What follows belongs to an exercise in optimizing a design on an open flow for small area and a short achievable clock period; a production flow would make more cautious choices. At most, simulation tests tie the RTL to the original design; equivalence was not proved. Function not checked in run 1: the RTL went through the layout flow alone. Power and IR drop assume default switching activity.

$ cat flow/flow/run.sh
#!/bin/bash
set -euo pipefail
bash standard.sh finish SETUP_SLACK_MARGIN=8.5 "BUFFER_PORTS_ARGS=-buffer_cell sky130_fd_sc_hd__buf_2" SYNTH_KEEP_MODULES=fp_fa > flow.log 2>&1
$ cat flow/standard.sh
#!/bin/bash
# synth_recipe.tcl (not shown) runs the flow's synth.tcl, then flattens the netlist and writes it again
# the make line also repeats each setting of config.mk as NAME=value (left out here)
make -C /OpenROAD-flow-scripts/flow DESIGN_CONFIG=/design/flow/config.mk WORK_HOME=/design/flow/orfs CLKGATE_MAP_FILE= SYNTH_SCRIPT=/design/flow/synth_recipe.tcl "${@:-finish}"
$ cat flow/config.mk
export PLATFORM = sky130hd
export DESIGN_NAME = PE
export DESIGN_NICKNAME = PE
export VERILOG_FILES = /design/flow/design.v
export SDC_FILE = /design/flow/constraint.sdc
export NUM_CORES = 4
export LEC_CHECK = 0
export CAP_MARGIN = 20
export CORE_MARGIN = 2
export CORE_UTILIZATION = 40
export SLEW_MARGIN = 20
$ cat flow/constraint.sdc
create_clock -name core_clock -period 12.0 [get_ports {clk}]
set_input_delay 2.4000 -clock core_clock [delete_from_list [all_inputs] [get_ports {clk}]]
set_output_delay 2.4000 -clock core_clock [all_outputs]
set_load 0.01 [all_outputs]
$ cat flow/design.v
`timescale 1ns/1ps
module fp_mult (
    input  logic        clk,
    input  logic        load,
    input  logic        first,
    input  logic        store,
    input  logic [31:0] a,
    input  logic [31:0] b,
    output logic [31:0] result
);
    logic        sgn;        
    logic [7:0]  exp_s;      
    logic        zero;       
    logic [22:0] man_a;
    logic [23:0] man_b;      
    always @(posedge clk) begin
        if (load) begin
            sgn   <= a[31] ^ b[31];
            exp_s <= a[30:23] + b[30:23] + 8'd129;
            zero  <= (a[30:0] == 31'd0) || (b[30:0] == 31'd0);
            man_a <= a[22:0];
            man_b <= {1'b1, b[22:0]};
        end
        else begin
            man_b <= man_b >> 5;
        end
    end
    logic [4:0] digit;
    assign digit = man_b[4:0];
    logic [25:0] acc_s, acc_c;
    logic        acc_e;
    logic [25:0] x;
    assign x = {1'b1, man_a, 2'b00};
    logic [25:0] ns, nc;
    logic        ne;
    fp_mult_step step (.x(x),
                       .d(digit),
                       .s(first ? 26'd0 : acc_s),
                       .c(first ? 26'd0 : acc_c),
                       .e(acc_e & ~first),
                       .ns(ns),
                       .nc(nc),
                       .ne(ne));
    always @(posedge clk) begin
        acc_s <= ns;
        acc_c <= nc;
        acc_e <= ne;
    end
    logic [7:0] e2;
    logic       s2, z2;
    always @(posedge clk) begin
        e2 <= exp_s;
        s2 <= sgn;
        z2 <= zero;
    end
    logic [26:0] p2;
    logic [25:0] p;
    assign p2 = {acc_s, 1'b1} + {acc_c, acc_e};
    assign p  = p2[26:1];
    logic [31:0] r0, r1;
    always @(*) begin
        if (z2)
            r0 = 32'd0;
        else if (e2 == 8'hFF)
            r0 = {s2, 8'hFF, 23'd0};
        else if (e2 == 8'h00)
            r0 = {s2, 8'h00, 23'd0};
        else
            r0 = {s2, e2, p[22:0]};
        if (z2)
            r1 = 32'd0;
        else if (e2 == 8'hFE)
            r1 = {s2, 8'hFF, 23'd0};
        else if (e2 == 8'hFF)
            r1 = {s2, 8'h00, 23'd0};
        else
            r1 = {s2, e2 + 8'd1, p[23:1]};
    end
    always @(posedge clk) begin
        if (store)
            result <= p[24] ? r1 : r0;
    end
endmodule
module fp_mult_step (
    input  logic [25:0] x,
    input  logic [4:0]  d,
    input  logic [25:0] s,
    input  logic [25:0] c,
    input  logic        e,
    output logic [25:0] ns,
    output logic [25:0] nc,
    output logic        ne
);
    logic [25:0] pp0;
    assign pp0 = x & {26{d[0]}};
    logic [25:0] pp1;
    assign pp1 = x & {26{d[1]}};
    logic [25:0] pp2;
    assign pp2 = x & {26{d[2]}};
    logic [25:0] pp3;
    assign pp3 = x & {26{d[3]}};
    logic [25:0] pp4;
    assign pp4 = x & {26{d[4]}};
    logic hs1;
    logic hc2;
    logic fs3;
    logic fc4;
    logic fs5;
    logic fc6;
    logic fs7;
    logic fc8;
    logic fs9;
    logic fc10;
    logic fs11;
    logic fc12;
    logic fs13;
    logic fc14;
    logic fs15;
    logic fc16;
    logic fs17;
    logic fc18;
    logic fs19;
    logic fc20;
    logic fs21;
    logic fc22;
    logic fs23;
    logic fc24;
    logic fs25;
    logic fc26;
    logic fs27;
    logic fc28;
    logic fs29;
    logic fc30;
    logic fs31;
    logic fc32;
    logic fs33;
    logic fc34;
    logic fs35;
    logic fc36;
    logic fs37;
    logic fc38;
    logic fs39;
    logic fc40;
    logic hs41;
    logic hc42;
    logic fs43;
    logic fc44;
    logic hs45;
    logic hc46;
    logic fs47;
    logic fc48;
    logic fs49;
    logic fc50;
    logic fs51;
    logic fc52;
    logic fs53;
    logic fc54;
    logic fs55;
    logic fc56;
    logic fs57;
    logic fc58;
    logic fs59;
    logic fc60;
    logic fs61;
    logic fc62;
    logic fs63;
    logic fc64;
    logic fs65;
    logic fc66;
    logic fs67;
    logic fc68;
    logic fs69;
    logic fc70;
    logic fs71;
    logic fc72;
    logic fs73;
    logic fc74;
    logic fs75;
    logic fc76;
    logic fs77;
    logic fc78;
    logic fs79;
    logic fc80;
    logic fs81;
    logic fc82;
    logic fs83;
    logic fc84;
    logic fs85;
    logic fc86;
    logic fs87;
    logic fc88;
    logic fs89;
    logic fc90;
    logic fs91;
    logic fc92;
    logic fs93;
    logic fc94;
    logic fs95;
    logic fc96;
    logic fs97;
    logic fc98;
    logic fs99;
    logic fc100;
    logic fs101;
    logic fc102;
    logic fs103;
    logic fc104;
    logic fs105;
    logic fc106;
    logic fs107;
    logic fc108;
    logic fs109;
    logic fc110;
    logic fs111;
    logic fc112;
    logic fs113;
    logic fc114;
    logic fs115;
    logic fc116;
    logic fs117;
    logic fc118;
    logic fs119;
    logic fc120;
    logic fs121;
    logic fc122;
    logic fs123;
    logic fc124;
    logic fs125;
    logic fc126;
    logic fs127;
    logic fc128;
    logic hs129;
    logic hc130;
    logic hs131;
    logic hc132;
    logic hs133;
    logic hc134;
    logic fs135;
    logic fc136;
    logic fs137;
    logic fc138;
    logic fs139;
    logic fc140;
    logic fs141;
    logic fc142;
    logic fs143;
    logic fc144;
    logic fs145;
    logic fc146;
    logic fs147;
    logic fc148;
    logic fs149;
    logic fc150;
    logic fs151;
    logic fc152;
    logic fs153;
    logic fc154;
    logic fs155;
    logic fc156;
    logic fs157;
    logic fc158;
    logic fs159;
    logic fc160;
    logic fs161;
    logic fc162;
    logic fs163;
    logic fc164;
    logic fs165;
    logic fc166;
    logic fs167;
    logic fc168;
    logic fs169;
    logic fc170;
    logic fs171;
    logic fc172;
    logic fs173;
    logic fc174;
    logic fs175;
    logic fc176;
    logic fs177;
    logic fc178;
    logic fs179;
    logic fc180;
    logic fs181;
    logic fc182;
    logic hs183;
    logic hc184;
    logic hs185;
    logic hc186;
    logic hs187;
    logic hc188;
    logic fs189;
    logic fc190;
    logic fs191;
    logic fc192;
    logic fs193;
    logic fc194;
    logic fs195;
    logic fc196;
    logic fs197;
    logic fc198;
    logic fs199;
    logic fc200;
    logic fs201;
    logic fc202;
    logic fs203;
    logic fc204;
    logic fs205;
    logic fc206;
    logic fs207;
    logic fc208;
    logic fs209;
    logic fc210;
    logic fs211;
    logic fc212;
    logic fs213;
    logic fc214;
    logic fs215;
    logic fc216;
    logic fs217;
    logic fc218;
    logic fs219;
    logic fc220;
    logic fs221;
    logic fc222;
    logic fs223;
    logic fc224;
    logic fs225;
    logic fc226;
    logic fs227;
    logic fc228;
    logic fs229;
    logic fc230;
    logic fs231;
    logic fc232;
    logic fs233;
    logic fc234;
    logic fs235;
    logic fc236;
    logic fs237;
    logic fc238;
    logic fs239;
    logic fc240;
    logic fs241;
    logic fc242;
    logic hs243;
    logic hc244;
    logic hs245;
    logic hc246;
    logic fs247;
    logic fc248;
    logic fs249;
    logic fc250;
    logic fs251;
    logic fc252;
    logic fs253;
    logic fc254;
    assign hs1 = s[6] ^ c[6];
    assign hc2 = s[6] & c[6];
    fp_fa u_fs3 (.a(s[7]), .b(c[7]), .c(pp0[7]), .s(fs3), .co(fc4));
    fp_fa u_fs5 (.a(s[8]), .b(c[8]), .c(pp0[8]), .s(fs5), .co(fc6));
    fp_fa u_fs7 (.a(s[9]), .b(c[9]), .c(pp0[9]), .s(fs7), .co(fc8));
    fp_fa u_fs9 (.a(s[10]), .b(c[10]), .c(pp0[10]), .s(fs9), .co(fc10));
    fp_fa u_fs11 (.a(s[11]), .b(c[11]), .c(pp0[11]), .s(fs11), .co(fc12));
    fp_fa u_fs13 (.a(s[12]), .b(c[12]), .c(pp0[12]), .s(fs13), .co(fc14));
    fp_fa u_fs15 (.a(s[13]), .b(c[13]), .c(pp0[13]), .s(fs15), .co(fc16));
    fp_fa u_fs17 (.a(s[14]), .b(c[14]), .c(pp0[14]), .s(fs17), .co(fc18));
    fp_fa u_fs19 (.a(s[15]), .b(c[15]), .c(pp0[15]), .s(fs19), .co(fc20));
    fp_fa u_fs21 (.a(s[16]), .b(c[16]), .c(pp0[16]), .s(fs21), .co(fc22));
    fp_fa u_fs23 (.a(s[17]), .b(c[17]), .c(pp0[17]), .s(fs23), .co(fc24));
    fp_fa u_fs25 (.a(s[18]), .b(c[18]), .c(pp0[18]), .s(fs25), .co(fc26));
    fp_fa u_fs27 (.a(s[19]), .b(c[19]), .c(pp0[19]), .s(fs27), .co(fc28));
    fp_fa u_fs29 (.a(s[20]), .b(c[20]), .c(pp0[20]), .s(fs29), .co(fc30));
    fp_fa u_fs31 (.a(s[21]), .b(c[21]), .c(pp0[21]), .s(fs31), .co(fc32));
    fp_fa u_fs33 (.a(s[22]), .b(c[22]), .c(pp0[22]), .s(fs33), .co(fc34));
    fp_fa u_fs35 (.a(s[23]), .b(c[23]), .c(pp0[23]), .s(fs35), .co(fc36));
    fp_fa u_fs37 (.a(s[24]), .b(c[24]), .c(pp0[24]), .s(fs37), .co(fc38));
    fp_fa u_fs39 (.a(s[25]), .b(c[25]), .c(pp0[25]), .s(fs39), .co(fc40));
    assign hs41 = s[4] ^ c[4];
    assign hc42 = s[4] & c[4];
    fp_fa u_fs43 (.a(s[5]), .b(c[5]), .c(pp0[5]), .s(fs43), .co(fc44));
    assign hs45 = pp1[4] ^ pp2[3];
    assign hc46 = pp1[4] & pp2[3];
    fp_fa u_fs47 (.a(hs1), .b(pp0[6]), .c(pp1[5]), .s(fs47), .co(fc48));
    fp_fa u_fs49 (.a(pp2[4]), .b(pp3[3]), .c(pp4[2]), .s(fs49), .co(fc50));
    fp_fa u_fs51 (.a(fs3), .b(pp1[6]), .c(pp2[5]), .s(fs51), .co(fc52));
    fp_fa u_fs53 (.a(pp3[4]), .b(pp4[3]), .c(hc2), .s(fs53), .co(fc54));
    fp_fa u_fs55 (.a(fs5), .b(pp1[7]), .c(pp2[6]), .s(fs55), .co(fc56));
    fp_fa u_fs57 (.a(pp3[5]), .b(pp4[4]), .c(fc4), .s(fs57), .co(fc58));
    fp_fa u_fs59 (.a(fs7), .b(pp1[8]), .c(pp2[7]), .s(fs59), .co(fc60));
    fp_fa u_fs61 (.a(pp3[6]), .b(pp4[5]), .c(fc6), .s(fs61), .co(fc62));
    fp_fa u_fs63 (.a(fs9), .b(pp1[9]), .c(pp2[8]), .s(fs63), .co(fc64));
    fp_fa u_fs65 (.a(pp3[7]), .b(pp4[6]), .c(fc8), .s(fs65), .co(fc66));
    fp_fa u_fs67 (.a(fs11), .b(pp1[10]), .c(pp2[9]), .s(fs67), .co(fc68));
    fp_fa u_fs69 (.a(pp3[8]), .b(pp4[7]), .c(fc10), .s(fs69), .co(fc70));
    fp_fa u_fs71 (.a(fs13), .b(pp1[11]), .c(pp2[10]), .s(fs71), .co(fc72));
    fp_fa u_fs73 (.a(pp3[9]), .b(pp4[8]), .c(fc12), .s(fs73), .co(fc74));
    fp_fa u_fs75 (.a(fs15), .b(pp1[12]), .c(pp2[11]), .s(fs75), .co(fc76));
    fp_fa u_fs77 (.a(pp3[10]), .b(pp4[9]), .c(fc14), .s(fs77), .co(fc78));
    fp_fa u_fs79 (.a(fs17), .b(pp1[13]), .c(pp2[12]), .s(fs79), .co(fc80));
    fp_fa u_fs81 (.a(pp3[11]), .b(pp4[10]), .c(fc16), .s(fs81), .co(fc82));
    fp_fa u_fs83 (.a(fs19), .b(pp1[14]), .c(pp2[13]), .s(fs83), .co(fc84));
    fp_fa u_fs85 (.a(pp3[12]), .b(pp4[11]), .c(fc18), .s(fs85), .co(fc86));
    fp_fa u_fs87 (.a(fs21), .b(pp1[15]), .c(pp2[14]), .s(fs87), .co(fc88));
    fp_fa u_fs89 (.a(pp3[13]), .b(pp4[12]), .c(fc20), .s(fs89), .co(fc90));
    fp_fa u_fs91 (.a(fs23), .b(pp1[16]), .c(pp2[15]), .s(fs91), .co(fc92));
    fp_fa u_fs93 (.a(pp3[14]), .b(pp4[13]), .c(fc22), .s(fs93), .co(fc94));
    fp_fa u_fs95 (.a(fs25), .b(pp1[17]), .c(pp2[16]), .s(fs95), .co(fc96));
    fp_fa u_fs97 (.a(pp3[15]), .b(pp4[14]), .c(fc24), .s(fs97), .co(fc98));
    fp_fa u_fs99 (.a(fs27), .b(pp1[18]), .c(pp2[17]), .s(fs99), .co(fc100));
    fp_fa u_fs101 (.a(pp3[16]), .b(pp4[15]), .c(fc26), .s(fs101), .co(fc102));
    fp_fa u_fs103 (.a(fs29), .b(pp1[19]), .c(pp2[18]), .s(fs103), .co(fc104));
    fp_fa u_fs105 (.a(pp3[17]), .b(pp4[16]), .c(fc28), .s(fs105), .co(fc106));
    fp_fa u_fs107 (.a(fs31), .b(pp1[20]), .c(pp2[19]), .s(fs107), .co(fc108));
    fp_fa u_fs109 (.a(pp3[18]), .b(pp4[17]), .c(fc30), .s(fs109), .co(fc110));
    fp_fa u_fs111 (.a(fs33), .b(pp1[21]), .c(pp2[20]), .s(fs111), .co(fc112));
    fp_fa u_fs113 (.a(pp3[19]), .b(pp4[18]), .c(fc32), .s(fs113), .co(fc114));
    fp_fa u_fs115 (.a(fs35), .b(pp1[22]), .c(pp2[21]), .s(fs115), .co(fc116));
    fp_fa u_fs117 (.a(pp3[20]), .b(pp4[19]), .c(fc34), .s(fs117), .co(fc118));
    fp_fa u_fs119 (.a(fs37), .b(pp1[23]), .c(pp2[22]), .s(fs119), .co(fc120));
    fp_fa u_fs121 (.a(pp3[21]), .b(pp4[20]), .c(fc36), .s(fs121), .co(fc122));
    fp_fa u_fs123 (.a(fs39), .b(pp1[24]), .c(pp2[23]), .s(fs123), .co(fc124));
    fp_fa u_fs125 (.a(pp3[22]), .b(pp4[21]), .c(fc38), .s(fs125), .co(fc126));
    fp_fa u_fs127 (.a(pp1[25]), .b(pp2[24]), .c(pp3[23]), .s(fs127), .co(fc128));
    assign hs129 = pp4[22] ^ fc40;
    assign hc130 = pp4[22] & fc40;
    assign hs131 = pp2[25] ^ pp3[24];
    assign hc132 = pp2[25] & pp3[24];
    assign hs133 = s[3] ^ c[3];
    assign hc134 = s[3] & c[3];
    fp_fa u_fs135 (.a(hs41), .b(pp0[4]), .c(pp1[3]), .s(fs135), .co(fc136));
    fp_fa u_fs137 (.a(fs43), .b(hs45), .c(pp3[2]), .s(fs137), .co(fc138));
    fp_fa u_fs139 (.a(fs47), .b(fs49), .c(fc44), .s(fs139), .co(fc140));
    fp_fa u_fs141 (.a(fs51), .b(fs53), .c(fc48), .s(fs141), .co(fc142));
    fp_fa u_fs143 (.a(fs55), .b(fs57), .c(fc52), .s(fs143), .co(fc144));
    fp_fa u_fs145 (.a(fs59), .b(fs61), .c(fc56), .s(fs145), .co(fc146));
    fp_fa u_fs147 (.a(fs63), .b(fs65), .c(fc60), .s(fs147), .co(fc148));
    fp_fa u_fs149 (.a(fs67), .b(fs69), .c(fc64), .s(fs149), .co(fc150));
    fp_fa u_fs151 (.a(fs71), .b(fs73), .c(fc68), .s(fs151), .co(fc152));
    fp_fa u_fs153 (.a(fs75), .b(fs77), .c(fc72), .s(fs153), .co(fc154));
    fp_fa u_fs155 (.a(fs79), .b(fs81), .c(fc76), .s(fs155), .co(fc156));
    fp_fa u_fs157 (.a(fs83), .b(fs85), .c(fc80), .s(fs157), .co(fc158));
    fp_fa u_fs159 (.a(fs87), .b(fs89), .c(fc84), .s(fs159), .co(fc160));
    fp_fa u_fs161 (.a(fs91), .b(fs93), .c(fc88), .s(fs161), .co(fc162));
    fp_fa u_fs163 (.a(fs95), .b(fs97), .c(fc92), .s(fs163), .co(fc164));
    fp_fa u_fs165 (.a(fs99), .b(fs101), .c(fc96), .s(fs165), .co(fc166));
    fp_fa u_fs167 (.a(fs103), .b(fs105), .c(fc100), .s(fs167), .co(fc168));
    fp_fa u_fs169 (.a(fs107), .b(fs109), .c(fc104), .s(fs169), .co(fc170));
    fp_fa u_fs171 (.a(fs111), .b(fs113), .c(fc108), .s(fs171), .co(fc172));
    fp_fa u_fs173 (.a(fs115), .b(fs117), .c(fc112), .s(fs173), .co(fc174));
    fp_fa u_fs175 (.a(fs119), .b(fs121), .c(fc116), .s(fs175), .co(fc176));
    fp_fa u_fs177 (.a(fs123), .b(fs125), .c(fc120), .s(fs177), .co(fc178));
    fp_fa u_fs179 (.a(fs127), .b(hs129), .c(fc124), .s(fs179), .co(fc180));
    fp_fa u_fs181 (.a(hs131), .b(pp4[23]), .c(fc128), .s(fs181), .co(fc182));
    assign hs183 = pp3[25] ^ pp4[24];
    assign hc184 = pp3[25] & pp4[24];
    assign hs185 = s[0] ^ c[0];
    assign hc186 = s[0] & c[0];
    assign hs187 = s[1] ^ c[1];
    assign hc188 = s[1] & c[1];
    fp_fa u_fs189 (.a(s[2]), .b(c[2]), .c(pp0[2]), .s(fs189), .co(fc190));
    fp_fa u_fs191 (.a(hs133), .b(pp0[3]), .c(pp1[2]), .s(fs191), .co(fc192));
    fp_fa u_fs193 (.a(fs135), .b(pp2[2]), .c(hc134), .s(fs193), .co(fc194));
    fp_fa u_fs195 (.a(fs137), .b(hc42), .c(fc136), .s(fs195), .co(fc196));
    fp_fa u_fs197 (.a(fs139), .b(hc46), .c(fc138), .s(fs197), .co(fc198));
    fp_fa u_fs199 (.a(fs141), .b(fc50), .c(fc140), .s(fs199), .co(fc200));
    fp_fa u_fs201 (.a(fs143), .b(fc54), .c(fc142), .s(fs201), .co(fc202));
    fp_fa u_fs203 (.a(fs145), .b(fc58), .c(fc144), .s(fs203), .co(fc204));
    fp_fa u_fs205 (.a(fs147), .b(fc62), .c(fc146), .s(fs205), .co(fc206));
    fp_fa u_fs207 (.a(fs149), .b(fc66), .c(fc148), .s(fs207), .co(fc208));
    fp_fa u_fs209 (.a(fs151), .b(fc70), .c(fc150), .s(fs209), .co(fc210));
    fp_fa u_fs211 (.a(fs153), .b(fc74), .c(fc152), .s(fs211), .co(fc212));
    fp_fa u_fs213 (.a(fs155), .b(fc78), .c(fc154), .s(fs213), .co(fc214));
    fp_fa u_fs215 (.a(fs157), .b(fc82), .c(fc156), .s(fs215), .co(fc216));
    fp_fa u_fs217 (.a(fs159), .b(fc86), .c(fc158), .s(fs217), .co(fc218));
    fp_fa u_fs219 (.a(fs161), .b(fc90), .c(fc160), .s(fs219), .co(fc220));
    fp_fa u_fs221 (.a(fs163), .b(fc94), .c(fc162), .s(fs221), .co(fc222));
    fp_fa u_fs223 (.a(fs165), .b(fc98), .c(fc164), .s(fs223), .co(fc224));
    fp_fa u_fs225 (.a(fs167), .b(fc102), .c(fc166), .s(fs225), .co(fc226));
    fp_fa u_fs227 (.a(fs169), .b(fc106), .c(fc168), .s(fs227), .co(fc228));
    fp_fa u_fs229 (.a(fs171), .b(fc110), .c(fc170), .s(fs229), .co(fc230));
    fp_fa u_fs231 (.a(fs173), .b(fc114), .c(fc172), .s(fs231), .co(fc232));
    fp_fa u_fs233 (.a(fs175), .b(fc118), .c(fc174), .s(fs233), .co(fc234));
    fp_fa u_fs235 (.a(fs177), .b(fc122), .c(fc176), .s(fs235), .co(fc236));
    fp_fa u_fs237 (.a(fs179), .b(fc126), .c(fc178), .s(fs237), .co(fc238));
    fp_fa u_fs239 (.a(fs181), .b(hc130), .c(fc180), .s(fs239), .co(fc240));
    fp_fa u_fs241 (.a(hs183), .b(hc132), .c(fc182), .s(fs241), .co(fc242));
    assign hs243 = pp4[25] ^ hc184;
    assign hc244 = pp4[25] & hc184;
    assign hs245 = hs185 ^ e;
    assign hc246 = hs185 & e;
    fp_fa u_fs247 (.a(hs187), .b(hc186), .c(hc246), .s(fs247), .co(fc248));
    fp_fa u_fs249 (.a(fs189), .b(hc188), .c(fc248), .s(fs249), .co(fc250));
    fp_fa u_fs251 (.a(fs191), .b(fc190), .c(fc250), .s(fs251), .co(fc252));
    fp_fa u_fs253 (.a(fs193), .b(fc192), .c(fc252), .s(fs253), .co(fc254));
    assign ns[0] = fs195;
    assign nc[0] = fc194;
    assign ns[1] = fs197;
    assign nc[1] = fc196;
    assign ns[2] = fs199;
    assign nc[2] = fc198;
    assign ns[3] = fs201;
    assign nc[3] = fc200;
    assign ns[4] = fs203;
    assign nc[4] = fc202;
    assign ns[5] = fs205;
    assign nc[5] = fc204;
    assign ns[6] = fs207;
    assign nc[6] = fc206;
    assign ns[7] = fs209;
    assign nc[7] = fc208;
    assign ns[8] = fs211;
    assign nc[8] = fc210;
    assign ns[9] = fs213;
    assign nc[9] = fc212;
    assign ns[10] = fs215;
    assign nc[10] = fc214;
    assign ns[11] = fs217;
    assign nc[11] = fc216;
    assign ns[12] = fs219;
    assign nc[12] = fc218;
    assign ns[13] = fs221;
    assign nc[13] = fc220;
    assign ns[14] = fs223;
    assign nc[14] = fc222;
    assign ns[15] = fs225;
    assign nc[15] = fc224;
    assign ns[16] = fs227;
    assign nc[16] = fc226;
    assign ns[17] = fs229;
    assign nc[17] = fc228;
    assign ns[18] = fs231;
    assign nc[18] = fc230;
    assign ns[19] = fs233;
    assign nc[19] = fc232;
    assign ns[20] = fs235;
    assign nc[20] = fc234;
    assign ns[21] = fs237;
    assign nc[21] = fc236;
    assign ns[22] = fs239;
    assign nc[22] = fc238;
    assign ns[23] = fs241;
    assign nc[23] = fc240;
    assign ns[24] = hs243;
    assign nc[24] = fc242;
    assign ns[25] = hc244;
    assign nc[25] = 1'b0;
    assign ne = fc254;
endmodule
module fp_fa (
    input  logic a,
    input  logic b,
    input  logic c,
    output logic s,
    output logic co
);
    assign {co, s} = {1'b0, a} + {1'b0, b} + {1'b0, c};
endmodule
`timescale 1ns/1ps
module fp_add (
    input  logic        clk,
    input  logic        rst,
    input  logic        add,
    input  logic        update,
    input  logic        run,
    input  logic [31:0] b,
    output logic [31:0] sum
);
    logic [31:0] a;
    assign a = sum;
    logic za, zb;
    always @(posedge clk)
        za <= (a[30:0] == 31'd0);
    assign zb = (b[30:23] == 8'd0);
    logic [23:0] man_a, man_b;
    assign man_a = {~za, a[22:0]};
    assign man_b = {~zb, b[22:0]};
    logic [8:0] diff;
    logic [7:0] mag;
    assign diff = {1'b0, a[30:23]} - {1'b0, b[30:23]};
    assign mag  = diff[8] ? -diff[7:0] : diff[7:0];
    logic       swap;
    logic [4:0] shamt;
    always @(posedge clk) begin
        swap  <= diff[8];
        shamt <= (mag[7:5] != 3'd0) ? 5'd31 : mag[4:0];
    end
    logic        swap_r;
    logic [23:0] minor;
    always @(posedge clk) begin
        swap_r <= swap;
        minor  <= (swap ? man_a : man_b) >> shamt;
    end
    logic        larger;     
    logic        s_sgn;
    logic [7:0]  s_exp;
    logic [24:0] s_man;
    always @(posedge clk) begin
        if (add) begin
            s_sgn <= (za && zb) ? 1'b0 : (larger ? a[31] : b[31]);
            s_exp <= swap_r ? b[30:23] : a[30:23];
            s_man <= {1'b0, swap_r ? man_b : man_a} + {1'b0, minor};
        end
    end
    always @(posedge clk or negedge rst) begin
        if (!rst)
            larger <= 1'b0;
        else if (add && run)
            larger <= !diff[8] && (diff[7:0] != 8'd0 || a[22:0] > b[22:0]);
    end
    logic norm;
    assign norm = s_man[24] && !s_man[23] && (s_exp != 8'd0);
    always @(posedge clk or negedge rst) begin
        if (!rst)
            sum <= 32'd0;
        else if (update)
            sum <= {s_sgn, s_exp + {7'd0, norm}, norm ? s_man[23:1] : s_man[22:0]};
    end
endmodule
`timescale 1ns/1ps
module PE (
    input clk,
    input rst,
    input logic [31:0] PE_in_a,
    input logic [31:0] PE_in_b,
    output logic [31:0] PE_out_r
);
    logic [4:0] pm;      
    logic [5:0] pa;      
    logic       run;     
    always @(posedge clk or negedge rst) begin
        if (!rst) begin
            pm  <= 5'b00001;
            pa  <= 6'b000001;
            run <= 1'b0;
        end
        else begin
            pm <= {pm[3:0], pm[4]};
            pa <= {pa[4:0], pa[5]};
            if (pa[5])
                run <= 1'b1;
        end
    end
    logic [31:0] prod;
    fp_mult uut_1 (.clk(clk),
                   .load(pm[0]),
                   .first(pm[1]),
                   .store(pm[1] & ~pa[2]),
                   .a(PE_in_a),
                   .b(PE_in_b),
                   .result(prod));
    fp_add uut_2 (.clk(clk),
                  .rst(rst),
                  .add((pa[4] & ~pm[2]) | (pa[3] & pm[1])),
                  .update(pa[5] & run),
                  .run(run),
                  .b(prod),
                  .sum(PE_out_r));
endmodule
==> reports/summary.log, run 1 <==
INFO  setup_path     crit_family=adder cells
INFO  setup_path     worst-path-buf-inv=1
INFO  global_routing grt.overflow.total=0
INFO  setup_path     timing_worst_setup_path_type=in -> reg
INFO  clocking       clock_insertion_delay_worst_skew=0.54ns
INFO  setup_path     worstPathMaxFanout=2
INFO  route          drtPass1Iterations=6
INFO  clocking       cts_tree=done
INFO  hold_path      hold_depth=0
INFO  synth          yosys_warnings=3
INFO  die            pin_count=98
INFO  synth          synthesis.area_per_instance=10.7um^2
INFO  power          total_power_draw=1930uW
INFO  setup_path     crit_arrival=3.87ns
INFO  placed_design  gp_congestion=0.891
INFO  finish         total_inserted_antenna_cells=0
INFO  hold_path      worst_min_delay_path_category=reg -> reg
INFO  hold_path      worst_hold_path.endpoint=uut_1.e2[1]
INFO  sta            max_freq=0.278GHz
INFO  sta            report.final.hold_viol_count=0
INFO  route          post_drt_via_cell_ratio=5.32
INFO  clocking       cts.reportedPaths.clkPinSlew=0.05ns
INFO  power          maximum_vdd_drop=0.0759mV
INFO  finish         fill_cells=3,952
INFO  route          ant_nets=0
INFO  synth          synth-edff-count=99
INFO  sta            final.period_utilization=29.9%
INFO  setup_path     r2r_end=uut_2.s_man[19]
INFO  synth          syn-cell-area=17,400um^2
INFO  finish         layout.nets=2,038
INFO  sta            skew=0.0229ns
INFO  placed_design  hpwlAfterDp=32.2mm
INFO  setup_path     r2r-start=uut_2.swap_r
INFO  setup_path     cp_slowest_stage_delay=0.34ns
INFO  finish         share_of_layout_cells_above_drive_strength_1=19.9%
INFO  die            area_of_the_core=43,100um^2
INFO  run_status     status=finished clean
INFO  route          drt-total-wl=43.1mm
INFO  global_routing first_global_vias=12,800
INFO  placed_design  detailed_place.area=18,500um^2
INFO  sta            slew_headroom=30.0%
INFO  route          first_iter_violations=723
INFO  die            core.rowCount=76
INFO  route          wl_per_cell=18.3um
INFO  finish         areaGrowthSynthToFinish=15.8%
INFO  sta            min_period=3.59ns
INFO  synth          synth_cell_type_count=79
INFO  clocking       cts_buffers=34
INFO  clocking       clock_sinks=262
INFO  setup_path     critical_path_top_delay_cell=fa_2
INFO  global_routing grt_antenna_before_repair=1
INFO  sta            timing.setup.tns=0ns
INFO  synth          dominantRegCellSynth=dfxtp_1
INFO  synth          synth-seq-area-share=37.1%
INFO  sta            setup_viol=0
INFO  setup_path     worst_setup_path_end_kind=flop
INFO  clocking       clockRootBuffer=clkbuf_16
INFO  global_routing maximum_number_of_pins_on_one_net_before_global_route_repair=63
INFO  route          detailroute.via_count=12,500
INFO  synth          synth_seq_cells=262
INFO  die            initial_core_util=40.5%
INFO  clocking       htree_num_levels=2
INFO  hold_path      min_from=uut_1.exp_s[1]
INFO  setup_path     timing.critical_path.cells=buf_8, ha_4, ha_4, fa_2, a21o_1, a21oi_2, o21bai_1, a21oi_2, xnor2_1
INFO  global_routing grt_pass1_wl=69.4mm
INFO  power          power.density_cell_area=95.8nW/um^2
INFO  run            maxCapViolCount=0
INFO  sta            final_critical_path_setup_slack=8.41ns
INFO  route          drcViolationCount=0
INFO  die            area_of_the_die=45,300um^2
INFO  finish         final_cell_area=20,200um^2
INFO  setup_path     r2r_setup_slack=8.64ns
INFO  finish         final-instance-count-excl-fill=2,354
INFO  die            die-height=213um
INFO  sta            worst_pin_slew=1.05ns
INFO  setup_path     crit_path_start_kind=input port
INFO  finish         layout_common_cells=126 x and2_1, 119 x fa_1, 116 x dfxtp_1
INFO  synth          total_nets_after_synthesis=1,923
INFO  setup_path     register_to_register_path_depth=11
INFO  clocking       ctsLongestPathBuffers=3
INFO  power          p_leak=0.00913uW
INFO  setup_path     worst_ep_required_time=12.28ns
INFO  die            die_width=213um
INFO  placed_design  io_buffer_count=97
INFO  global_routing grt_use_total=19.7%
INFO  synth          async_s_r_ff_share_synth=17.2%
INFO  sta            setup_repair_after_global_routing_missed_its_margin=yes
INFO  sta            slew_viol_final=0
INFO  placed_design  dp_slack=7.72ns
INFO  synth          synthesis.instances=1,629
INFO  finish         mostFrequentLayoutCell=and2_1
INFO  placed_design  placed_cells=2,253
[layer usage]
metal  track usage (%)  vias up  share of wire (%)
met5                 0        -                  0
met4              6.03        0                2.6
met3              3.79       68                5.3
met2              31.8      324                 46
met1              26.9     6119                 46
li1                  -     6017                  -
[per-module statistics from Yosys, one instance, submodules excluded]
module	cell area (um^2)	times used	cells	flip-flops and latches
fp_fa	20.0	116	1	0
PE	15100	1	1513	262
[area by class of cell]
| cell class | instances | area, um^2 | share of cell area [%] |
|---|---|---|---|
| tap | 585 | 732 | 3.63 |
| inverter | 66 | 248 | 1.23 |
| timing repair buffer | 146 | 1080 | 5.35 |
| multi-input combinational | 1234 | 10600 | 52.4 |
| clock buffer | 45 | 943 | 4.67 |
| clock inverter | 16 | 93.8 | 0.465 |
| sequential | 262 | 6510 | 32.2 |
[worst reg2reg max path: stages (launching register included)]
cell and delay, ns:
dfxtp_4 0.38, buf_12 0.17, mux2_2 0.36, ha_1 0.34
o21ai_1 0.14, nand2b_1 0.11, and3_4 0.22, a221o_2 0.40
a311o_2 0.44, a31oi_4 0.24, o21ai_1 0.13, xor2_1 0.16
[worst max-delay path by stage]
stage,startpoint,end,slack (ns),depth (start not counted)
after floorplan,PE_in_a[24],uut_1.exp_s[7],7.98,8
after global placement,PE_in_a[24],uut_1.exp_s[7],7.79,9
after detailed placement,PE_in_a[24],uut_1.exp_s[7],7.72,9
after CTS,PE_in_b[24],uut_1.exp_s[7],8.35,9
after global routing,PE_in_b[24],uut_1.exp_s[7],8.37,9
final,PE_in_b[24],uut_1.exp_s[7],8.41,9
[what timing repair did]
item | 4_1_cts | 5_1_grt
resized for setup | 66 | 16
endpoints found under the setup margin | 54 | 51
buffers inserted | 32 | 8
hold buffers | 0 | 0
pin swaps | 9 | 4
[cells by family after synthesis]
group	synth area share [%]
fa+ha+maj	21.5
simple gates	15.9
buf+inv	3.01
compound gates	11.2
xor+xnor	3.17
flops	37.1
other cells	0.0215
mux	8.08
[report_power, final]
part	internal [uW]	total (uW)	switching (uW)	leakage, uW
logic	26.1	53.9	27.7	0.00631
clock network	555	957	402	0.000501
registers	923	923	0.506	0.00231
[sequential cells by signal, indices dropped and copies added, names as in the netlist, 5 cells and up]
name,flops
uut_1.acc_c,25
uut_2.shamt,5
uut_2.minor,24
uut_1.acc_s,26
uut_1.exp_s,8
uut_1.man_b,24
uut_2.s_man,25
uut_2.s_exp,8
uut_1.man_a,23
pm,5
pa,6
uut_1.e2,8
uut_1.result,32
uut_2.sum,32
[synthesized netlist by cell type, drive strengths merged (31+ instances only)]
library cell,n,area share [%]
and2,127,4.6
dfrtp,43,6.2
xnor2,40,2.0
inv,66,1.4
a21oi,106,3.1
clkbuf,52,1.1
mux2i,36,2.1
nor2b,58,2.1
nand2,106,2.3
fa,120,14
mux2,55,3.6
nand3,31,0.89
o21ai,48,1.4
dfxtp,118,14
ha,108,7.8
nor2,108,2.3
edfxtp,99,17
[stage by stage]
stage	util [%]	hold WS, ns
after floorplan	-	0.323
after global placement	43.0	0.329
after detailed placement	43.0	0.329
after CTS	46.5	0.339
after global routing	46.9	0.344
final	46.9	0.341
==> inputs of run 2 (changes only) <==
--- a/flow/design.v
+++ b/flow/design.v
@@ -13,10 +13,12 @@
     logic        zero;       
     logic [22:0] man_a;
     logic [23:0] man_b;      
+    logic [8:0] exp_sum;
+    assign exp_sum = {a[30:23], 1'b1} + {b[30:23], 1'b1};
     always @(posedge clk) begin
         if (load) begin
             sgn   <= a[31] ^ b[31];
-            exp_s <= a[30:23] + b[30:23] + 8'd129;
+            exp_s <= exp_sum[8:1] ^ 8'h80;
             zero  <= (a[30:0] == 31'd0) || (b[30:0] == 31'd0);
             man_a <= a[22:0];
             man_b <= {1'b1, b[22:0]};
==> run 2 against run 1 <==
Against the previous run:
- still clean
- flip-flop and latch count did not move
- highest routed layer unchanged
- cell count fell by 0.51%
- synthesized cell count fell by 0.55%
- core utilization barely moved
- largest power group unchanged
- clock-buffer cell count fell by 3
- first-iteration DRC count fell by 3.3%
==> reports/summary.log, run 2 <==
INFO  global_routing maximum_number_of_pins_on_one_net_before_global_route_repair=63 [unchanged]
INFO  setup_path     r2r-start=uut_2.swap_r [unchanged]
INFO  setup_path     worst-path-buf-inv=1 [unchanged]
INFO  setup_path     timing.critical_path.cells=buf_6 [was buf_8, ha_4, ha_4, fa_2, a21o_1, a21oi_2, o21bai_1, a21oi_2, xnor2_1]
INFO  run            maxCapViolCount=0 [unchanged]
INFO  synth          total_nets_after_synthesis=1,908 [was 1,923]
INFO  synth          async_s_r_ff_share_synth=17.2% [unchanged]
INFO  sta            timing.setup.tns=0ns [unchanged]
INFO  power          power.density_cell_area=98.0nW/um^2 [was 95.8 nW/um^2]
INFO  sta            slew_viol_final=0 [unchanged]
INFO  finish         share_of_layout_cells_above_drive_strength_1=20.1% [was 19.9%]
INFO  route          first_iter_violations=699 [was 723]
INFO  die            core.rowCount=76 [unchanged]
INFO  sta            max_freq=0.286GHz [was 0.278 GHz]
INFO  finish         mostFrequentLayoutCell=and2_1 [unchanged]
INFO  setup_path     crit_arrival=1.10ns [was 3.87 ns]
INFO  clocking       htree_num_levels=2 [unchanged]
INFO  setup_path     register_to_register_path_depth=11 [unchanged]
INFO  synth          synth_seq_cells=262 [unchanged]
INFO  finish         layout.nets=2,020 [was 2,038]
INFO  die            pin_count=98 [unchanged]
INFO  setup_path     cp_slowest_stage_delay=0.44ns [was 0.34 ns]
INFO  finish         biggestRegsByFlops=uut_1.result (32), uut_2.sum (32), uut_1.acc_s (26) [unchanged]
INFO  route          drtPass1Iterations=5 [was 6]
INFO  setup_path     worst_ep_required_time=9.60ns [was 12.28 ns]
INFO  setup_path     worst_setup_path_end_kind=output pin [was flop]
INFO  route          drt-total-wl=41.9mm [was 43.1 mm]
INFO  synth          synth.top_cells.by_area=edfxtp_1 17%, fa_1 14%, dfxtp_1 14% [unchanged]
INFO  die            initial_core_util=40.4% [was 40.5%]
INFO  synth          syn-cell-area=17,300um^2 [was 17,400 um^2]
INFO  global_routing grt.overflow.total=0 [unchanged]
INFO  sta            min_period=3.50ns [was 3.59 ns]
INFO  hold_path      worst_min_delay_path_category=reg -> reg [unchanged]
INFO  global_routing grt_antenna_before_repair=0 [was 1]
INFO  route          wl_per_cell=17.9um [was 18.3 um]
INFO  route          drcViolationCount=0 [unchanged]
INFO  setup_path     worstPathMaxFanout=2 [unchanged]
INFO  synth          combinational_family_with_the_most_area_after_synthesis=adder cells [unchanged]
INFO  die            die-height=212um [was 213 um]
INFO  finish         total_inserted_antenna_cells=0 [unchanged]
INFO  clocking       cts_tree=done [unchanged]
INFO  setup_path     crit_path_start_kind=flop [was input port]
INFO  synth          dominantRegCellSynth=dfxtp_1 [unchanged]
INFO  sta            skew=0.0289ns [was 0.0229 ns]
INFO  sta            worst_pin_slew=1.05ns [about the same]
INFO  placed_design  gp_congestion=0.905 [was 0.891]
INFO  synth          synthesis.area_per_instance=10.7um^2 [about the same]
INFO  synth          synth-edff-count=99 [unchanged]
INFO  synth          netlist.area_leader.share=17.1% [about the same]
INFO  placed_design  hpwlAfterDp=31.7mm [was 32.2 mm]
INFO  hold_path      hold_depth=0 [unchanged]
INFO  sta            report.final.hold_viol_count=0 [unchanged]
INFO  sta            slew_headroom=29.6% [was 30.0%]
INFO  clocking       clock_sinks=262 [unchanged]
INFO  synth          synthesis.instances=1,620 [was 1,629]
INFO  setup_path     crit_family=flip-flops [was adder cells]
INFO  synth          yosysMostFrequentCell=and2_1 [unchanged]
INFO  finish         final_cell_area=20,200um^2 [about the same]
INFO  synth          post_synth_xor_area_fraction=3.08% [was 3.17%]
INFO  placed_design  detailed_place.area=18,400um^2 [was 18,500 um^2]
INFO  clocking       cts.reportedPaths.clkPinSlew=0.06ns [was 0.05 ns]
INFO  clocking       clock_insertion_delay_worst_skew=0.54ns [about the same]
INFO  placed_design  io_buffer_count=97 [unchanged]
INFO  synth          synth_simple_gate_area_share=15.5% [was 15.9%]
INFO  synth          synth_mux_area_share=7.80% [was 8.08%]
INFO  synth          synth_cell_type_count=83 [was 79]
INFO  sta            final.period_utilization=29.2% [was 29.9%]
INFO  die            die_width=212um [was 213 um]
INFO  power          maximum_vdd_drop=0.0901mV [was 0.0759 mV]
INFO  synth          yosys_warnings=3 [unchanged]
INFO  clocking       cts_buffers=34 [unchanged]
INFO  synth          synth.cells.most_frequent=122 x and2_1, 120 x fa_1, 118 x dfxtp_1 [was 127 x and2_1, 120 x fa_1, 118 x dfxtp_1]
INFO  hold_path      worst_hold_path.endpoint=uut_1.z2 [was uut_1.e2[1]]
INFO  setup_path     r2r_setup_slack=8.64ns [about the same]
INFO  synth          synth.largest_area_cell=edfxtp_1 [unchanged]
INFO  finish         layout_common_cells=121 x and2_1, 118 x fa_1, 117 x dfxtp_1 [was 126 x and2_1, 119 x fa_1, 116 x dfxtp_1]
INFO  route          detailroute.via_count=12,400 [was 12,500]
INFO  clocking       cts_hold_buf=0 [unchanged]
INFO  hold_path      min_from=uut_1.zero [was uut_1.exp_s[1]]
INFO  setup_path     critical_path_top_delay_cell=dfrtp_2 [was fa_2]
INFO  route          ant_nets=0 [unchanged]
INFO  synth          synth-seq-area-share=37.3% [was 37.1%]
INFO  run_status     status=finished clean [unchanged]
INFO  power          p_leak=0.00915uW [was 0.00913 uW]
INFO  setup_path     timing_worst_setup_path_type=reg -> out [was in -> reg]
INFO  die            area_of_the_die=45,100um^2 [was 45,300 um^2]
INFO  route          post_drt_via_cell_ratio=5.29 [was 5.32]
INFO  clocking       ctsLongestPathBuffers=3 [unchanged]
INFO  setup_path     r2r_end=uut_2.s_man[18] [was uut_2.s_man[19]]
INFO  global_routing grt_pass1_wl=68.8mm [was 69.4 mm]
INFO  global_routing first_global_vias=12,900 [was 12,800]
INFO  synth          synthAdderAreaFrac=21.2% [was 21.5%]
INFO  sta            setup_repair_after_global_routing_missed_its_margin=yes [unchanged]
INFO  global_routing grt_use_total=19.3% [was 19.7%]
INFO  setup_path     crit_cells=1 [was 9]
INFO  synth          synth-compound-area-share=12.1% [was 11.2%]
INFO  sta            setup_viol=0 [unchanged]
INFO  finish         areaGrowthSynthToFinish=16.2% [was 15.8%]
INFO  clocking       clockRootBuffer=clkbuf_16 [unchanged]
INFO  die            area_of_the_core=43,000um^2 [was 43,100 um^2]
run 2: changes by cell type in the layout (fill, tap and decap cells not counted), sizes merged, moves of 8 or more:
cell,change
o21ai,+11
a21o,+12
xor2,-8
o22ai,+8
nand2,-15
run 2: area by class of cell:
type	instances	area, um^2
Clock buffer	42	943
Clock inverter	19	163
Fill cell	4085	22800
Inverter	64	258
Multi-Input combinational cell	1225	10500
Sequential cell	262	6500
Tap cell	585	732
Timing Repair Buffer	145	1030
run 2: modules after synthesis, one instance, submodules excluded:
module,cells inside,times used
fp_fa,1,116
PE,1504,1
run 2: cells by family after synthesis:
group / Yosys count
xor gates and xnor gates: 61
DFF: 262
other: 1
and+or+nand+nor: 512
adders and majority gates: 222
buffers and inverters: 133
muxes: 108
AOI/OAI and AO/OA: 321
run 2: worst max-delay path by stage:
stage | to | slack (ns) | startpoint
floorplan | uut_1.exp_s[7] | 8.24 | PE_in_a[24]
global placement | uut_1.exp_s[6] | 7.95 | PE_in_b[23]
detailed placement | uut_1.exp_s[6] | 7.97 | PE_in_b[23]
CTS | PE_out_r[3] | 8.44 | uut_2.sum[3]
global route | uut_1.exp_s[7] | 8.46 | PE_in_b[24]
finish | PE_out_r[3] | 8.50 | uut_2.sum[3]
run 2: report_power, final:
| part | total, uW | internal (uW) | switching, uW |
|---|---|---|---|
| combinational | 47.1 | 22.0 | 25.2 |
| clock | 1000 | 605 | 399 |
| sequential | 923 | 923 | 0.498 |
run 2: timing repair:
action,CTS,global route
hold endpoints to repair,0,0
gates resized for setup,52,30
pin swaps,3,16
setup buffers,35,5
setup endpoints to repair,37,36
gates cloned,1,0
run 2: per-stage QoR:
| stage | cells | setup slack, ns | hold slack (ns) | util [%] | total power, uW |
|---|---|---|---|---|---|
| 2_1_floorplan | 1620 | 8.24 | 0.323 | - | 962 |
| 3_3_place_gp | 2239 | 7.95 | 0.328 | 42.8 | 985 |
| 3_5_place_dp | 2239 | 7.97 | 0.330 | 42.8 | 986 |
| 4_1_cts | 2336 | 8.44 | 0.342 | 46.5 | 2000 |
| 5_1_grt | 2342 | 8.46 | 0.348 | 46.9 | 2040 |
| 6_report | 2342 | 8.50 | 0.341 | 46.9 | 1970 |
run 2: per-layer routing:
| metal | vias up | share of wire (%) | GRT usage (%) |
|---|---|---|---|
| met2 | 260 | 47 | 32.2 |
| met4 | 0 | 2.6 | 6.39 |
| met5 | - | 0 | 0 |
| met3 | 51 | 4.3 | 2.95 |
| li1 | 6007 | - | - |
| met1 | 6072 | 46 | 25.9 |
==> inputs of run 3 (changes only) <==
==> flow/flow/run.sh (replaced) <==
#!/bin/bash
set -euo pipefail
bash standard.sh finish SETUP_SLACK_MARGIN=8.7 "BUFFER_PORTS_ARGS=-buffer_cell sky130_fd_sc_hd__buf_2" SYNTH_KEEP_MODULES=fp_fa > flow.log 2>&1
==> run 3 against run 2 <==
Against the previous run:
- total power fell by 1.5%
- critical endpoint is now PE_out_r[31]
- still clean
- cell area increased by 1.2%
- highest routed layer unchanged
- cell count rose by 0.38%
- hold slack barely moved
- global-route usage decreased by 0.14 points
- die area is the same
- routed wire length grew 0.30%
- largest power group unchanged
- sequential share of layout area is 0.35 points lower
==> reports/summary.log, run 3 <==
INFO  die            pin_count=98 [unchanged]
INFO  sta            final.period_utilization=29.5% [was 29.2%]
INFO  synth          synthesis.instances=1,620 [unchanged]
INFO  global_routing grt.overflow.total=0 [unchanged]
INFO  finish         biggestRegsByFlops=uut_1.result (32), uut_2.sum (32), uut_1.acc_s (26) [unchanged]
INFO  setup_path     critical_path_top_delay_cell=dfrtp_1 [was dfrtp_2]
INFO  placed_design  gp_congestion=0.882 [was 0.905]
INFO  setup_path     worst-path-buf-inv=1 [unchanged]
INFO  clocking       cts_tree=done [unchanged]
INFO  die            die_width=212um [unchanged]
INFO  finish         sequential_cell_area=6510um^2 [was 6500 um^2]
INFO  route          ant_nets=0 [unchanged]
INFO  sta            slew_viol_final=0 [unchanged]
INFO  clocking       clockRootBuffer=clkbuf_16 [unchanged]
INFO  route          post_drt_via_cell_ratio=5.30 [was 5.29]
INFO  clocking       cts.reportedPaths.clkPinSlew=0.06ns [about the same]
INFO  global_routing grt_antenna_before_repair=0 [unchanged]
INFO  setup_path     timing_worst_setup_path_type=reg -> out [unchanged]
INFO  sta            report.final.hold_viol_count=0 [unchanged]
INFO  power          p_leak=0.00922uW [was 0.00915 uW]
INFO  run            maxCapViolCount=0 [unchanged]
INFO  sta            setup_repair_after_global_routing_missed_its_margin=yes [unchanged]
INFO  finish         final-instance-count-excl-fill=2,351 [was 2,342]
INFO  placed_design  placed_cells=2,240 [was 2,239]
INFO  synth          synth_cell_type_count=83 [unchanged]
INFO  placed_design  io_buffer_count=97 [unchanged]
INFO  finish         mostFrequentLayoutCell=and2_1 [unchanged]
INFO  finish         layout.nets=2,029 [was 2,020]
INFO  route          drtPass1Iterations=5 [unchanged]
INFO  global_routing met1_track_demand_over_resource_in_global_routing=26.0% [was 25.9%]
INFO  finish         layout_common_cells=121 x and2_1, 118 x fa_1, 115 x dfxtp_1 [was 121 x and2_1, 118 x fa_1, 117 x dfxtp_1]
INFO  synth          synth_seq_cells=262 [unchanged]
INFO  clocking       ctsLongestPathBuffers=3 [unchanged]
INFO  global_routing met2_usage=32.9% [was 32.2%]
INFO  synth          yosysMostFrequentCell=and2_1 [unchanged]
INFO  sta            slew_headroom=33.1% [was 29.6%]
INFO  clocking       cts_hold_buf=0 [unchanged]
INFO  sta            min_period=3.54ns [was 3.50 ns]
INFO  finish         areaGrowthSynthToFinish=17.5% [was 16.2%]
INFO  setup_path     worstPathMaxFanout=3 [was 2]
INFO  die            die-height=212um [unchanged]
INFO  clocking       clock_sinks=262 [unchanged]
INFO  global_routing grt.met3_usage=2.33% [was 2.95%]
INFO  finish         share_of_layout_cells_above_drive_strength_1=20.6% [was 20.1%]
INFO  global_routing first_global_vias=13,000 [was 12,900]
INFO  finish         fill_cells=4,020 [was 4,085]
INFO  power          maximum_vdd_drop=0.0998mV [was 0.0901 mV]
INFO  die            initial_core_util=40.4% [unchanged]
INFO  sta            setup_viol=0 [unchanged]
INFO  synth          dominantRegCellSynth=dfxtp_1 [unchanged]
INFO  synth          total_nets_after_synthesis=1,908 [unchanged]
INFO  setup_path     worst_setup_path_end_kind=output pin [unchanged]
INFO  route          first_iter_violations=729 [was 699]
INFO  finish         total_inserted_antenna_cells=0 [unchanged]
INFO  setup_path     worst_ep_required_time=9.60ns [about the same]
INFO  synth          async_s_r_ff_share_synth=17.2% [unchanged]
INFO  synth          netlist.area_leader.share=17.1% [unchanged]
INFO  route          drt-total-wl=42.1mm [was 41.9 mm]
INFO  global_routing maximum_number_of_pins_on_one_net_before_global_route_repair=63 [unchanged]
INFO  global_routing busiest_layer_in_global_routing=met2 [unchanged]
INFO  synth          synth-seq-area-share=37.3% [unchanged]
INFO  synth          synthesis.area_per_instance=10.7um^2 [unchanged]
INFO  setup_path     cp_slowest_stage_delay=0.40ns [was 0.44 ns]
INFO  synth          synth.cells.most_frequent=122 x and2_1, 120 x fa_1, 118 x dfxtp_1 [unchanged]
INFO  sta            worst_pin_slew=1.00ns [was 1.05 ns]
INFO  die            area_of_the_core=43,000um^2 [unchanged]
INFO  clocking       htree_num_levels=1 [was 2]
INFO  hold_path      worst_min_delay_path_category=reg -> reg [unchanged]
INFO  clocking       cts_buffers=31 [was 34]
INFO  global_routing grt_use_total=19.2% [was 19.3%]
INFO  route          wl_per_cell=17.9um [about the same]
INFO  clocking       clock_insertion_delay_worst_skew=0.59ns [was 0.54 ns]
INFO  synth          yosys_warnings=3 [unchanged]
INFO  finish         multiInputGateArea=10,600um^2 [was 10,500 um^2]
INFO  placed_design  hpwlAfterDp=31.8mm [was 31.7 mm]
INFO  synth          syn-cell-area=17,300um^2 [unchanged]
INFO  synth          synth.largest_area_cell=edfxtp_1 [unchanged]
INFO  die            area_of_the_die=45,100um^2 [unchanged]
INFO  setup_path     timing.critical_path.cells=buf_2 [was buf_6]
INFO  setup_path     crit_arrival=1.14ns [was 1.10 ns]
INFO  route          drcViolationCount=0 [unchanged]
INFO  sta            timing.setup.tns=0ns [unchanged]
INFO  sta            skew=0.0201ns [was 0.0289 ns]
INFO  setup_path     crit_path_start_kind=flop [unchanged]
INFO  synth          synth-edff-count=99 [unchanged]
INFO  global_routing grt_pass1_wl=68.6mm [was 68.8 mm]
INFO  sta            max_freq=0.283GHz [was 0.286 GHz]
INFO  setup_path     crit_family=flip-flops [unchanged]
INFO  synth          synth.top_cells.by_area=edfxtp_1 17%, fa_1 14%, dfxtp_1 14% [unchanged]
INFO  route          detailroute.via_count=12,500 [was 12,400]
INFO  run_status     status=finished clean [unchanged]
INFO  die            core.rowCount=76 [unchanged]
INFO  power          power.density_cell_area=95.4nW/um^2 [was 98.0 nW/um^2]
INFO  power          total_power_draw=1950uW [was 1970 uW]
[run 3: changes by cell type in the layout (fill, tap and decap cells not counted), sizes merged]
cell | before | now
buf | 144 | 155
clkinv | 11 | 3
clkbuf | 42 | 48
inv | 68 | 66
bufinv | 2 | 3
or2 | 6 | 7
[run 3: what timing repair did]
action	CTS	global route
pin swaps	20	21
gates resized for setup	99	20
setup endpoints to repair	70	56
cloned	1	1
setup buffers	42	8
[run 3: cells by family after synthesis]
family	count (synthesis)	synth area share, %
compound gates	321	12.1
xor+xnor	61	3.08
fa+ha+maj	222	21.2
buf+inv	133	3.01
flops	262	37.3
mux	108	7.80
other cells	1	0.0216
simple gates	512	15.6
[run 3: path summary, 6_finish.rpt]
kind	start	to	slack, ns	cells after the start
max	uut_2.sum[31]	PE_out_r[31]	8.46	1
min reg2reg	uut_1.exp_s[2]	uut_1.e2[2]	0.34	0
min	uut_1.exp_s[2]	uut_1.e2[2]	0.34	0
min in group asynchronous	rst	pm[1]	1.83	1
max reg2reg	uut_2.sum[0]	uut_2.s_man[18]	8.77	13
max in group asynchronous	rst	uut_2.sum[4]	9.72	1
[run 3: Yosys stat by module (local to each module, per instance)]
module	cell area [um^2]	cells	times used	flops+latches
fp_fa	20.0	1	116	0
PE	15000	1504	1	262
[run 3: metal layers]
layer  vias to the layer above  part of all wire, %
li1                       6028                    -
met1                      6064                   46
met2                       292                   48
met3                        74                  4.1
met4                         0                  2.4
met5                         -                    0
[run 3: power breakdown]
| part | internal [uW] | switching [uW] |
|---|---|---|
| combinational | 25.3 | 25.3 |
| clock | 595 | 377 |
| sequential | 922 | 0.467 |
[run 3: layout make-up]
type / instances / area share [%]
clock buffer: 48 / 4.53
clock inverter: 10 / 0.712
multi-input combinational: 1226 / 51.8
tap: 585 / 3.59
inverter: 64 / 1.26
timing repair buffer: 156 / 6.14
sequential: 262 / 31.9
[run 3: stage by stage]
stage	hold slack [ns]	instance area [um^2]	util (%)	worst slack [ns]
floorplan	0.323	17400	-	8.24
global placement	0.330	18400	42.8	7.52
detailed placement	0.327	18400	42.9	7.93
CTS	0.341	20200	47.0	8.43
global route	0.349	20400	47.4	8.41
finish	0.341	20400	47.4	8.46
==> inputs of run 4 (changes only) <==
==> flow/flow/run.sh (replaced) <==
#!/bin/bash
set -euo pipefail
bash standard.sh finish SETUP_SLACK_MARGIN=8.4 "BUFFER_PORTS_ARGS=-buffer_cell sky130_fd_sc_hd__buf_2" SYNTH_KEEP_MODULES=fp_fa > flow.log 2>&1
--- a/flow/config.mk
+++ b/flow/config.mk
@@ -7,5 +7,5 @@
 export LEC_CHECK = 0
 export CAP_MARGIN = 20
 export CORE_MARGIN = 2
-export CORE_UTILIZATION = 40
+export CORE_UTILIZATION = 55
 export SLEW_MARGIN = 20
==> run 4 against run 3 <==
Against the previous run:
- register-to-register slack got worse by 0.20 ns
- sequential power about the same
- die area fell by 27%
- core utilization grew 15 points
- cell count fell by 8.9%
- clock skew shrank 0.0019 ns
- combinational power down 13%
- cell area fell by 4.3%
- worst setup slack worse by 0.029 ns
- first-iteration DRC count shrank 3.3%
- largest power group unchanged
- highest routed layer unchanged
==> reports/summary.log, run 4 <==
INFO  setup_path     worst_setup_path_end_kind=output pin [unchanged]
INFO  finish         areaGrowthSynthToFinish=12.5% [was 17.5%]
INFO  synth          synth.largest_area_cell=edfxtp_1 [unchanged]
INFO  placed_design  dp_slack=7.74ns [was 7.93 ns]
INFO  global_routing first_global_vias=12,500 [was 13,000]
INFO  route          post_drt_via_cell_ratio=5.76 [was 5.30]
INFO  synth          synth_seq_cells=262 [unchanged]
INFO  route          first_iter_violations=705 [was 729]
INFO  synth          synth-seq-area-share=37.3% [unchanged]
INFO  die            die_width=182um [was 212 um]
INFO  synth          dominantRegCellSynth=dfxtp_1 [unchanged]
INFO  setup_path     crit_arrival=1.16ns [was 1.14 ns]
INFO  sta            skew=0.0182ns [was 0.0201 ns]
INFO  route          ant_nets=0 [unchanged]
INFO  global_routing grt.met3_usage=3.47% [was 2.33%]
INFO  synth          yosysMostFrequentCell=and2_1 [unchanged]
INFO  clocking       clockRootBuffer=clkbuf_16 [unchanged]
INFO  finish         mostFrequentLayoutCell=and2_1 [unchanged]
INFO  hold_path      worst_min_delay_path_category=reg -> reg [unchanged]
INFO  clocking       cts_tree=done [unchanged]
INFO  route          drt-total-wl=41.1mm [was 42.1 mm]
INFO  placed_design  hpwlAfterDp=30.8mm [was 31.8 mm]
INFO  sta            timing.setup.tns=0ns [unchanged]
INFO  clocking       cts_buffers=30 [was 31]
INFO  power          p_leak=0.00899uW [was 0.00922 uW]
INFO  global_routing busiest_layer_in_global_routing=met2 [unchanged]
INFO  setup_path     worst-path-buf-inv=1 [unchanged]
INFO  run            maxCapViolCount=0 [unchanged]
INFO  finish         layout.nets=2,003 [was 2,029]
INFO  finish         layout_common_cells=121 x and2_1, 119 x fa_1, 116 x dfxtp_1 [was 121 x and2_1, 118 x fa_1, 115 x dfxtp_1]
INFO  sta            slew_headroom=26.4% [was 33.1%]
INFO  setup_path     timing_worst_setup_path_type=reg -> out [unchanged]
INFO  clocking       ctsLongestPathBuffers=3 [unchanged]
INFO  die            initial_core_util=55.4% [was 40.4%]
INFO  die            die-height=182um [was 212 um]
INFO  synth          netlist.area_leader.share=17.1% [unchanged]
INFO  run_status     status=finished clean [unchanged]
INFO  die            area_of_the_die=33,000um^2 [was 45,100 um^2]
INFO  finish         total_inserted_antenna_cells=0 [unchanged]
INFO  global_routing met1_track_demand_over_resource_in_global_routing=34.7% [was 26.0%]
INFO  global_routing maximum_number_of_pins_on_one_net_before_global_route_repair=63 [unchanged]
INFO  clocking       cts_hold_buf=0 [unchanged]
INFO  finish         biggestRegsByFlops=uut_1.result (32), uut_2.sum (32), uut_1.acc_s (26) [unchanged]
INFO  global_routing grt_pass1_wl=67.5mm [was 68.6 mm]
INFO  clocking       clock_insertion_delay_worst_skew=0.57ns [was 0.59 ns]
INFO  finish         final-instance-count-excl-fill=2,141 [was 2,351]
INFO  global_routing grt_antenna_before_repair=0 [unchanged]
INFO  setup_path     crit_family=flip-flops [unchanged]
INFO  route          drcViolationCount=0 [unchanged]
INFO  global_routing grt_use_total=25.8% [was 19.2%]
INFO  sta            worst_pin_slew=1.10ns [was 1.00 ns]
INFO  sta            report.final.hold_viol_count=0 [unchanged]
INFO  synth          synth_cell_type_count=83 [unchanged]
INFO  setup_path     worst_ep_required_time=9.60ns [about the same]
INFO  synth          total_nets_after_synthesis=1,908 [unchanged]
INFO  global_routing grt.overflow.total=0 [unchanged]
INFO  placed_design  placed_cells=2,058 [was 2,240]
INFO  sta            setup_repair_after_global_routing_missed_its_margin=no [was yes]
INFO  finish         share_of_layout_cells_above_drive_strength_1=18.6% [was 20.6%]
INFO  synth          synthesis.instances=1,620 [unchanged]
INFO  synth          yosys_warnings=3 [unchanged]
INFO  die            area_of_the_core=31,300um^2 [was 43,000 um^2]
INFO  die            core.rowCount=65 [was 76]
INFO  sta            final.period_utilization=29.7% [was 29.5%]
INFO  setup_path     worstPathMaxFanout=5 [was 3]
INFO  sta            setup_viol=0 [unchanged]
INFO  sta            whs=0.340ns [was 0.341 ns]
INFO  synth          async_s_r_ff_share_synth=17.2% [unchanged]
INFO  route          wl_per_cell=19.2um [was 17.9 um]
INFO  setup_path     cp_slowest_stage_delay=0.45ns [was 0.40 ns]
INFO  placed_design  io_buffer_count=97 [unchanged]
INFO  route          drtPass1Iterations=5 [unchanged]
INFO  setup_path     timing.critical_path.cells=buf_2 [unchanged]
INFO  finish         finalCoreUtilization=62.3% [was 47.4%]
INFO  placed_design  gp_congestion=0.923 [was 0.882]
INFO  synth          synthesis.area_per_instance=10.7um^2 [unchanged]
INFO  clocking       clock_sinks=262 [unchanged]
INFO  synth          synth.top_cells.by_area=edfxtp_1 17%, fa_1 14%, dfxtp_1 14% [unchanged]
INFO  synth          synth-edff-count=99 [unchanged]
INFO  synth          syn-cell-area=17,300um^2 [unchanged]
INFO  power          power.density_cell_area=97.5nW/um^2 [was 95.4 nW/um^2]
INFO  clocking       htree_num_levels=1 [unchanged]
INFO  global_routing met2_usage=44.5% [was 32.9%]
INFO  sta            slew_viol_final=0 [unchanged]
INFO  setup_path     crit_path_start_kind=flop [unchanged]
INFO  route          detailroute.via_count=12,300 [was 12,500]
INFO  power          maximum_vdd_drop=0.0992mV [was 0.0998 mV]
INFO  synth          synth.cells.most_frequent=122 x and2_1, 120 x fa_1, 118 x dfxtp_1 [unchanged]
INFO  setup_path     critical_path_top_delay_cell=dfrtp_2 [was dfrtp_1]
INFO  clocking       cts.reportedPaths.clkPinSlew=0.06ns [about the same]
INFO  sta            max_freq=0.281GHz [was 0.283 GHz]
INFO  die            pin_count=98 [unchanged]
INFO  sta            min_period=3.56ns [was 3.54 ns]
INFO  sta            final_critical_path_setup_slack=8.44ns [was 8.46 ns]
run 4: layout make-up:
class                           count  area (um^2)
Fill cell                        2603        11800
Timing Repair Buffer              132          761
Tap cell                          402          503
Inverter                           64          258
Clock inverter                     10          110
Clock buffer                       46          913
Sequential cell                   262         6500
Multi-Input combinational cell   1225        10500
run 4: path summary, 6_finish.rpt:
kind / depth (start not counted) / slack (ns) / endpoint / startpoint
min in group asynchronous: 1 / 1.86 / uut_2.sum[26] / rst
max: 1 / 8.44 / PE_out_r[6] / uut_2.sum[6]
max reg2reg: 12 / 8.57 / uut_2.s_man[22] / uut_1.result[0]
min reg2reg: 0 / 0.34 / uut_1.e2[6] / uut_1.exp_s[6]
min: 0 / 0.34 / uut_1.e2[6] / uut_1.exp_s[6]
max in group asynchronous: 1 / 9.67 / uut_2.sum[14] / rst
run 4: through the flow:
stage	cell area, um^2	power, uW
after detailed placement	18200	985
after floorplan	17400	962
final	19500	1900
after global routing	19500	1960
after CTS	19400	1920
after global placement	18200	984
run 4: cell families (layout without fill, tap and decap cells):
| kind of cell | after synthesis | count (layout) | share of synthesized area [%] |
|---|---|---|---|
| other | 1 | 1 | 0.0216 |
| multiplexers | 108 | 108 | 7.80 |
| flip-flops | 262 | 262 | 37.3 |
| AO/OA/AOI/OAI | 321 | 321 | 12.1 |
| XOR/XNOR | 61 | 61 | 3.08 |
| adder cells (fa/ha/maj) | 222 | 222 | 21.2 |
| buffers and inverters | 133 | 252 | 3.01 |
| AND/OR/NAND/NOR | 512 | 512 | 15.6 |
run 4: power by group:
group | switching (uW) | internal (uW) | total (uW)
sequential | 0.541 | 922 | 923
combinational | 23.9 | 20.2 | 44.1
clock | 371 | 565 | 936
total | 396 | 1510 | 1900
run 4: what timing repair did:
action,in CTS,in global routing
setup buffers,18,9
pin swaps,0,8
setup endpoints to repair,32,20
gates resized for setup,29,11
run 4: Yosys stat by module, one instance, submodules excluded:
module | copies in the design | flops+latches
PE | 1 | 262
fp_fa | 116 | 0
run 4: routing by layer:
metal / vias to the layer above / part of all wire (%)
met5: - / 0
met4: 0 / 2.7
met1: 6055 / 44
met3: 65 / 4.2
met2: 252 / 49
li1: 5963 / -

what the ideal ports hide:
How much do the figures lean on ideal ports? The routed layouts below were timed once more, with nothing changed but the port constraints. Step 1 (the two cells are an assumption about what drives the block):
set clk [get_ports {clk}]
set_driving_cell -lib_cell sky130_fd_sc_hd__clkbuf_16 $clk
set_driving_cell -lib_cell sky130_fd_sc_hd__buf_2 [delete_from_list [all_inputs] $clk]
Step 2 also shifts input and output timing later by t, the mid clock arrival at the registers, as if the neighbouring blocks saw the same clock. Slacks: ideal ports / drivers / drivers and shift; pairs: ideal ports / drivers.
| run | shift t [ns] | setup slack, ns | hold slack, ns | latest minus earliest clock arrival (ns) | cell pins on the clock port's net |
|---|---|---|---|---|---|
| run 1 | 0.587 | 8.407 / 8.419 / 7.833 | 0.341 / 0.341 / 0.341 | 0.023 / 0.024 | 1 |
| run 2 | 0.581 | 8.500 / 8.447 / 7.958 | 0.341 / 0.341 / 0.341 | 0.029 / 0.029 | 1 |
| run 3 | 0.636 | 8.464 / 8.410 / 8.052 | 0.341 / 0.341 / 0.341 | 0.024 / 0.024 | 1 |
| run 4 | 0.611 | 8.435 / 8.382 / 7.903 | 0.340 / 0.340 / 0.340 | 0.019 / 0.019 | 1 |
After both steps every run listed still meets setup and hold. The setup slack of run 1, which loses most, moves by +0.012 ns with the drivers and by -0.574 ns with both steps.
